Source: an optimization exercise on an open RTL-to-GDS flow (aim: small area). Production flows keep margins and buffers that such runs may drop. Only simulation tests tie the RTL to the original design; equivalence was not proved. The flow treats the clock pin as an ideal source. Dropping or thinning the clock tree relies on that and would not hold on a real chip. Power is estimated from default activity; no workload was simulated.

## exp/amber
## dx_spi_core
module dx_spi_core
#(
	parameter DATA_WIDTH = 32,
	parameter DATA_COUNT_WIDTH = 8,
	parameter SCLK_COUNT_WIDTH = 16
)
(
	input wire clk,
	input wire rst,
	input wire [DATA_COUNT_WIDTH-1:0] spi_width_i,
	input wire cpol_i,
	input wire cpha_i,
	input wire [SCLK_COUNT_WIDTH-1:0] sclk_div_i,
	input wire mosi_stb,
	input wire [DATA_WIDTH-1:0] mosi_data_i,
	output wire miso_stb,
	output wire [DATA_WIDTH-1:0] miso_data_o,
	output wire ready_o,
	output reg [2:0] state_o,
	output wire [DATA_COUNT_WIDTH-1:0] data_count_o,
	output reg wr_edge,
	output reg rd_edge,
	output reg sclk,
	output reg mosi,
	input wire miso,
	output wire csn
);
Size in the first run: ~88 flip-flops, roughly 110 I/O pins.
Settings: LEC_CHECK=0, CAP_MARGIN=20, CORE_MARGIN=2, CORE_UTILIZATION=40, SLEW_MARGIN=20; clock period 5.0 ns.
standard.sh (not shown) runs the stock make flow with config.mk's settings and CLKGATE_MAP_FILE= SYNTH_SCRIPT=/design/flow/synth_recipe.tcl, a recipe that flattens the netlist after the stock synthesis.
==> flow/flow/run.sh <==
#!/bin/bash
export BUFFER_PORTS_ARGS="-buffer_cell sky130_fd_sc_hd__buf_1"
bash standard.sh > standard.log 2>&1
Changes in exp/juniper relative to exp/amber:
diff --git a/flow/flow/run.sh b/flow/flow/run.sh
--- a/flow/flow/run.sh
+++ b/flow/flow/run.sh
@@ -2,0 +3 @@
+export CTS_ARGS="-sink_clustering_enable -repair_clock_nets -dont_use_dummy_load -buf_list sky130_fd_sc_hd__clkbuf_8"
==> comparison <==
exp/juniper vs. exp/amber: hold slack saw little to no change; routing usage on met1 shrank by 0.16 points; detailed route wirelength on metal3 has decreased; cell-internal power shrank by 9.8%; number of global-route vias before repair now sits at about the same level. exp/juniper has less setup slack than exp/amber.
The inputs of exp/pepper differ from those of exp/juniper as listed below.
diff --git a/flow/flow/run.sh b/flow/flow/run.sh
--- a/flow/flow/run.sh
+++ b/flow/flow/run.sh
@@ -1,0 +2,7 @@
+# The standard layout (standard.sh) with three changes:
+#  - synthesis maps the logic with an area-oriented ABC script (synth_area.tcl),
+#  - the port buffers are the smallest buffer cell (buf_1),
+#  - the clock tree uses clkbuf_8 and no dummy loads.
+set -euo pipefail
+here=$(pwd)
+export AREA_ABC_SCRIPT="$here/flow/area.abc"
@@ -4 +11,3 @@
-bash standard.sh > standard.log 2>&1
+sed "s#SYNTH_SCRIPT=[^ ]*#SYNTH_SCRIPT=$here/flow/synth_area.tcl#" standard.sh > standard_area.sh
+grep -q "SYNTH_SCRIPT=$here/flow/synth_area.tcl" standard_area.sh
+bash standard_area.sh > standard.log 2>&1
==> flow/flow/area.abc (new file) <==
strash
dch
amap
strash
dch -f
amap
strash
dch -f
amap
strash
dch -f
amap
topo
==> flow/flow/synth_area.tcl (new file) <==
# The standard synthesis (synth_recipe.tcl), with the final technology
# mapping done by an area-oriented ABC script (flow/area.abc) instead of
# ORFS's delay-oriented one. Registers are not touched by ABC.
proc synth {args} { yosys synth -nofsm -noshare {*}$args }
proc abc {args} {
  set i [lsearch -exact $args -script]
  if { $i >= 0 } {
    set args [lreplace $args [expr {$i + 1}] [expr {$i + 1}] $::env(AREA_ABC_SCRIPT)]
  }
  yosys abc {*}$args
}
source $::env(SCRIPTS_DIR)/synth.tcl
# left out here: clear keep_hierarchy, flatten, clean up, hide names made inside functions, write 1_2_yosys.v
--- outcome ---
Source of the critical timing path: state[1] -> exp/juniper, state[2] -> exp/pepper
In the flow results for exp/juniper and exp/pepper, the area overhead of the layout relative to synthesis is smaller on exp/juniper.
exp/pepper vs. exp/juniper: relative contribution of combinational cells to total power saw an increase, peak fanout along the critical path has decreased, net switching share of the total power went up, number of search-and-repair iterations in the first detailed-routing pass went down 1.
Clock skew delta (exp/pepper − exp/juniper): unfavourable
When the final numbers for exp/juniper and exp/pepper were put side by side, the time the final worst path needs with I/O delays and setup turned out to be smaller in exp/pepper.
NOTE: number of tapcells in exp/pepper falls short of that of exp/juniper
Relative to exp/pepper, the following input files were edited for exp/quartz:
==> flow/flow/run.sh <==
#!/bin/bash
export BUFFER_PORTS_ARGS="-buffer_cell sky130_fd_sc_hd__buf_1"
export CTS_ARGS="-sink_clustering_enable -repair_clock_nets -dont_use_dummy_load -buf_list {sky130_fd_sc_hd__clkbuf_4 sky130_fd_sc_hd__clkbuf_8}"
bash standard.sh > standard.log 2>&1
removed: flow/flow/area.abc
removed: flow/flow/synth_area.tcl
==> results.txt <==
exp/pepper has lower cell count after synthesis than exp/quartz.
exp/pepper → exp/quartz: fraction of met3 tracks used by global routing dropped 2.1 points; die area climbed about 10%.
Looking only at design area, and setting everything else aside, the higher value of exp/pepper and exp/quartz goes to exp/quartz.
The run showing the smaller total global-route track usage is exp/quartz.
| fraction of area in clock buffers and inverters | exp/quartz vs exp/pepper | 0.17 points lower |
Of exp/pepper and exp/quartz, exp/pepper shows the higher sequential share of layout area, with exp/quartz below it.
From exp/pepper to exp/quartz the numbers moved as follows: routed wire length grew by about 6%, clock transition at the registers of the reported paths increased by 30 ps relative to the old numbers, synthesized-area fraction occupied by ao, oa, aoi and oai cells has decreased.

Another version of the RTL of dx_spi_core (not shown whole).
Size in the first run: about 350 cells after synthesis, ~86 flip-flops, roughly 3500 sq um of cells after synthesis.
clock: 5.0 ns
lec_check: 0
cap_margin: 20
core_margin: 2
core_utilization: 40
slew_margin: 20
==> flow/flow/run.sh <==
#!/bin/bash
# The standard layout (standard.sh) with these changes:
#  - synthesis maps the logic with an area-oriented ABC script (synth_area.tcl),
#  - the port buffers are the smallest buffer cell (buf_1),
#  - after CTS, the clock tree is replaced by one level of three clkbuf_16,
#    each driving a band of flip-flops (clk_tree.tcl).
set -euo pipefail
here=$(pwd)
export AREA_ABC_SCRIPT="$here/flow/area.abc"
export BUFFER_PORTS_ARGS="-buffer_cell sky130_fd_sc_hd__buf_1"
export CTS_ARGS="-sink_clustering_enable -repair_clock_nets -dont_use_dummy_load -buf_list sky130_fd_sc_hd__clkbuf_8"
export POST_CTS_TCL="$here/flow/clk_tree.tcl"
export CLK_TREE_K=3
export CLK_TREE_BUF=sky130_fd_sc_hd__clkbuf_16
sed "s#SYNTH_SCRIPT=[^ ]*#SYNTH_SCRIPT=$here/flow/synth_area.tcl#" standard.sh > standard_area.sh
grep -q "SYNTH_SCRIPT=$here/flow/synth_area.tcl" standard_area.sh
bash standard_area.sh > standard.log 2>&1
Other scripts of this flow, unchanged in this note and not shown: flow/flow/area.abc, flow/flow/clk_tree.tcl, flow/flow/synth_area.tcl
==> next run, changes <==
--- a/flow/flow/run.sh
+++ b/flow/flow/run.sh
@@ -6,2 +6,3 @@
 #    each driving a band of flip-flops (clk_tree.tcl).
+#  - buf_4 buffers added by placement repair become buf_1 (buf_down.tcl).
 set -euo pipefail
@@ -12,2 +13,3 @@
 export POST_CTS_TCL="$here/flow/clk_tree.tcl"
+export POST_GLOBAL_PLACE_TCL="$here/flow/buf_down.tcl"
 export CLK_TREE_K=3
==> flow/flow/buf_down.tcl (new file) <==
# POST_GLOBAL_PLACE hook: buffers that placement's repair inserted as buf_4
# become buf_1; the repair_design of the next step fixes any slew or
# capacitance limit that this would break.
set block [ord::get_db_block]
foreach inst [$block getInsts] {
  if { [[$inst getMaster] getName] eq "sky130_fd_sc_hd__buf_4" } {
    puts "buf_down: [$inst getName] -> buf_1"
    replace_cell [$inst getName] sky130_fd_sc_hd__buf_1
  }
}
What happened: Worst setup slack gets worse by 0.34 ns. Sequential cell count is unchanged. Design area barely changes. Cell count does not change. Hold slack degrades by 0.0031 ns. Total power decreases slightly. Die area stays the same.
==> next run, changes <==
--- a/flow/flow/run.sh
+++ b/flow/flow/run.sh
@@ -6,3 +6,3 @@
 #    each driving a band of flip-flops (clk_tree.tcl).
-#  - buf_4 buffers added by placement repair become buf_1 (buf_down.tcl).
+#  - buf_4 buffers added by placement repair become buf_2 (buf_down.tcl).
 set -euo pipefail
==> flow/flow/buf_down.tcl (replaced) <==
# POST_GLOBAL_PLACE hook: buffers that placement's repair inserted as buf_4
# become buf_2; the repair_design of the next step fixes any slew or
# capacitance limit that this would break.
set block [ord::get_db_block]
foreach inst [$block getInsts] {
  if { [[$inst getMaster] getName] eq "sky130_fd_sc_hd__buf_4" } {
    puts "buf_down: [$inst getName] -> buf_2"
    replace_cell [$inst getName] sky130_fd_sc_hd__buf_2
  }
}
Result: Worst hold slack barely changes. Global-route usage stays flat. Final area is about the same. Power hardly moves. Register-to-register slack is better by 0.27 ns. Combinational power hardly moves. Synthesized area is unchanged. Clock power hardly moves. Setup slack gets better by 0.29 ns. Via count hardly moves. Die area is unchanged.
No run of this note takes its clock network from TritonCTS; it comes from the design's own scripts or RTL.

== job 101 ==
The RTL this note starts from:
==> flow/design.v <==
`timescale 1ns / 100ps
module dx_spi_core
#(
	parameter DATA_WIDTH = 32,
	parameter DATA_COUNT_WIDTH = 8,
	parameter SCLK_COUNT_WIDTH = 16
)
(
	input wire clk,
	input wire rst,
	input wire [DATA_COUNT_WIDTH-1:0] spi_width_i,
	input wire cpol_i,
	input wire cpha_i,
	input wire [SCLK_COUNT_WIDTH-1:0] sclk_div_i,
	input wire mosi_stb,
	input wire [DATA_WIDTH-1:0] mosi_data_i,
	output wire miso_stb,
	output wire [DATA_WIDTH-1:0] miso_data_o,
	output wire ready_o,
	output reg [2:0] state_o,
	output wire [DATA_COUNT_WIDTH-1:0] data_count_o,
	output wire wr_edge,
	output wire rd_edge,
	output reg sclk,
	output reg mosi,
	input wire miso,
	output wire csn
);
localparam ST_IDLE   = 3'd0;
localparam ST_CONFIG = 3'd1;
localparam ST_PRE    = 3'd2;
localparam ST_EDGE_A = 3'd3;
localparam ST_EDGE_B = 3'd4;
localparam ST_POST   = 3'd5;
reg [2:0] state;
reg [4:0] spi_width;      
reg cpol;
reg cpha;
reg [15:0] sclk_div;
reg [15:0] sclk_count;
reg [5:0] data_count;
reg [31:0] sr;
wire st_idle = (state == ST_IDLE);
wire st_cfg  = (state == ST_CONFIG);
wire st_pre  = (state == ST_PRE);
wire st_a    = (state == ST_EDGE_A);
wire st_b    = (state == ST_EDGE_B);
wire st_post = (state == ST_POST);
wire accept  = st_idle & mosi_stb;
reg cnt_begin;            
wire cnt_done  = (sclk_count == sclk_div);
wire wr_ev = cnt_begin & (cpha ? st_a : (st_pre | st_b));
wire rd_ev = cnt_begin & (cpha ? (st_b | st_post) : st_a);
wire end_ev = cnt_begin & st_post & ~cpha;
wire ld_ok = accept & ~rst;
wire [1:0] w_hi = spi_width_i[4:3];
wire [2:0] w_lo = spi_width_i[2:0];
wire w_32 = (spi_width_i[4:0] == 5'd0);
wire [3:0] hi_gt, hi_eq;     
wire [7:0] lo_ge;            
genvar gi;
generate
	for (gi = 0; gi < 4; gi = gi + 1) begin : g_hi
		assign hi_gt[gi] = ld_ok & (w_32 | (w_hi > gi));
		assign hi_eq[gi] = ld_ok & ~w_32 & (w_hi == gi);
	end
	for (gi = 0; gi < 8; gi = gi + 1) begin : g_lo
		assign lo_ge[gi] = (w_lo >= gi);
	end
endgenerate
wire [31:0] sr_keep;
generate
	for (gi = 0; gi < 32; gi = gi + 1) begin : g_keep
		if (gi == 31)
			assign sr_keep[gi] = ld_ok;
		else if (gi == 0)
			assign sr_keep[gi] = ld_ok & w_32;
		else
			assign sr_keep[gi] = hi_gt[(32 - gi) / 8] | (hi_eq[(32 - gi) / 8] & lo_ge[(32 - gi) % 8]);
	end
endgenerate
always @(posedge clk) begin
	if (st_idle | cnt_done)
		sclk_count <= 16'd0;
	else
		sclk_count <= sclk_count + 1'b1;
	cnt_begin <= st_idle | cnt_done;
end
always @(posedge clk) begin
	if (rst) begin
		state <= ST_IDLE;
	end else begin
		case (state)
		ST_IDLE:   if (mosi_stb) state <= ST_CONFIG;
		ST_CONFIG: if (cnt_done) state <= ST_PRE;
		ST_PRE:    if (cnt_done) state <= ST_EDGE_A;
		ST_EDGE_A: if (cnt_done) state <= (data_count[4:0] == spi_width) ? ST_POST : ST_EDGE_B;
		ST_EDGE_B: if (cnt_done) state <= ST_EDGE_A;
		ST_POST:   if (cnt_done) state <= ST_IDLE;
		default:   state <= ST_IDLE;
		endcase
	end
end
always @(posedge clk) begin
	if (rst)
		cpol <= 1'b0;
	else if (accept)
		cpol <= cpol_i;
end
always @(posedge clk) begin
	if (accept) begin
		spi_width <= spi_width_i[4:0];
		cpha      <= cpha_i;
		sclk_div  <= sclk_div_i;
	end
end
wire sr_load  = rst | accept;
wire sr_shift = ~sr_load & rd_ev;
wire sr_hold  = ~sr_load & ~rd_ev;
always @(posedge clk) begin
	sr <= (mosi_data_i & sr_keep)
	    | ({sr[30:0], miso} & {32{sr_shift}})
	    | (sr & {32{sr_hold}});
end
always @(posedge clk) begin
	sclk <= cpol ^ st_a;
end
always @(posedge clk) begin
	if (st_idle | end_ev)
		mosi <= 1'b0;
	else if (wr_ev)
		mosi <= sr[31];
end
always @(posedge clk) begin
	if (st_idle | end_ev)
		data_count <= 6'd0;
	else if (wr_ev)
		data_count <= data_count + 1'b1;
end
wire st_bp = st_b | st_post;
wire first_a = (state_o == ST_PRE);    
assign wr_edge = cpha ? ((st_a & ~cnt_begin) | (st_bp & cnt_begin))
                      : (((st_pre | st_b) & ~cnt_begin) | (st_a & cnt_begin));
assign rd_edge = cpha ? ((st_a & cnt_begin & ~first_a) | (st_bp & ~cnt_begin) | miso_stb)
                      : ((st_a & ~cnt_begin) | (st_bp & cnt_begin));
always @(posedge clk) begin
	state_o <= state;
end
assign miso_stb = st_idle & (state_o == ST_POST);
assign ready_o = st_idle & ~miso_stb;
assign csn = ready_o | st_cfg | (st_pre & cnt_begin);
assign miso_data_o = sr;
assign data_count_o = {2'b00, data_count};
endmodule
clock: 5.0 ns
lec_check: 0
cap_margin: 0
core_margin: 2
core_utilization: 60
slew_margin: 0
==> flow/flow/run.sh <==
#!/bin/bash
# The standard layout (standard.sh) with these changes:
#  - synthesis maps the logic with an area-oriented ABC script (synth_area.tcl),
#  - the port buffers are the smallest buffer cell (buf_1),
#  - the clock tree uses clkbuf_8 and no dummy loads; after CTS, clock
#    buffers driving at most CLK_SMALL_FANOUT pins become clkbuf_4.
set -euo pipefail
here=$(pwd)
export AREA_ABC_SCRIPT="$here/flow/area.abc"
export BUFFER_PORTS_ARGS="-buffer_cell sky130_fd_sc_hd__buf_1"
export CTS_ARGS="-sink_clustering_enable -repair_clock_nets -dont_use_dummy_load -buf_list sky130_fd_sc_hd__clkbuf_8"
export POST_CTS_TCL="$here/flow/clk_resize.tcl"
export CLK_SMALL_FANOUT=10
sed "s#SYNTH_SCRIPT=[^ ]*#SYNTH_SCRIPT=$here/flow/synth_area.tcl#" standard.sh > standard_area.sh
grep -q "SYNTH_SCRIPT=$here/flow/synth_area.tcl" standard_area.sh
bash standard_area.sh > standard.log 2>&1
Other scripts of this flow, unchanged in this note and not shown: flow/flow/area.abc, flow/flow/clk_resize.tcl, flow/flow/synth_area.tcl
Job 101 did not stop at any stage, and its layout met the timing, design-rule and antenna checks.
Relative to job 101, the following input files were edited for job 102:
Settings: changing CAP_MARGIN from 0 to 20; changing CORE_UTILIZATION from 60 to 40; changing SLEW_MARGIN from 0 to 20.
## What came out
From job 102 to job 101, area of the mapped netlist did not move at all. Diff job 102..job 101 | worst-path maximum fanout | unchanged. The area enclosed by the die boundary reported for job 102 is greater than that of job 101 by 47%.
Relative to job 102, the following input files were edited for job 103:
Settings: a change of CAP_MARGIN from 20 to 0; a change of SLEW_MARGIN from 20 to 0.
--- outcome ---
Status: sequential power parity (job 103, job 102)
Taking job 102 as the reference, in job 103 number of cell instances on the worst register-to-register path held; number of cells after detailed placement held; worst clock skew held; design area held.
Between job 103 and job 102, the difference in clock transition at the registers of the reported paths is negligible.
Re fmax: no difference whatsoever between job 102 and job 103.
Job 103 vs. job 102: die area comparable, count of cell types in the netlist was more or less identical, row count flat, register-to-register slack neither gained nor lost much.

==> afterwards: timing with drivers on the ports <==
In the flow no input, the clock included, has a driving cell. The finished layouts below were timed again as built, in two steps. Step 1, drivers: a clkbuf_16 drives clk and a buf_2 each remaining input, both assumed. Step 2 also shifts input and output timing later by t, the mid clock arrival at the registers, as if the neighbouring blocks saw the same clock. a / b / c = ideal ports / drivers / drivers and shift; a / b = the first two.
run | shift t [ns] | setup slack, ns | hold slack, ns | worst setup path after step 2
exp/amber | 0.398 | 1.767 / 1.767 / 1.502 | 0.466 / 0.466 / 0.466 | input to register
exp/juniper | 0.383 | 1.745 / 1.745 / 1.473 | 0.467 / 0.467 / 0.467 | input to register
exp/pepper | 0.380 | 1.890 / 1.859 / 1.526 | 0.402 / 0.402 / 0.402 | input to register
exp/quartz | 0.383 | 1.745 / 1.745 / 1.473 | 0.467 / 0.467 / 0.467 | input to register
the first run of note 2 | 0.223 | 1.748 / 1.785 / 1.563 | 0.457 / 0.457 / 0.457 | input to register
the second run of note 2 | 0.223 | 1.404 / 1.436 / 1.214 | 0.454 / 0.454 / 0.454 | input to register
the third run of note 2 | 0.223 | 1.690 / 1.725 / 1.502 | 0.454 / 0.454 / 0.454 | input to register
job 101 | 0.369 | 1.936 / 1.942 / 1.573 | 0.445 / 0.445 / 0.445 | input to register
job 102 | 0.363 | 1.928 / 1.935 / 1.572 | 0.446 / 0.446 / 0.446 | input to register
job 103 | 0.363 | 1.928 / 1.935 / 1.572 | 0.446 / 0.446 / 0.446 | input to register
After both steps every run listed still meets setup and hold. For exp/pepper, which loses most, drivers alone change the setup slack by -0.031 ns; drivers and shift together by -0.364 ns.
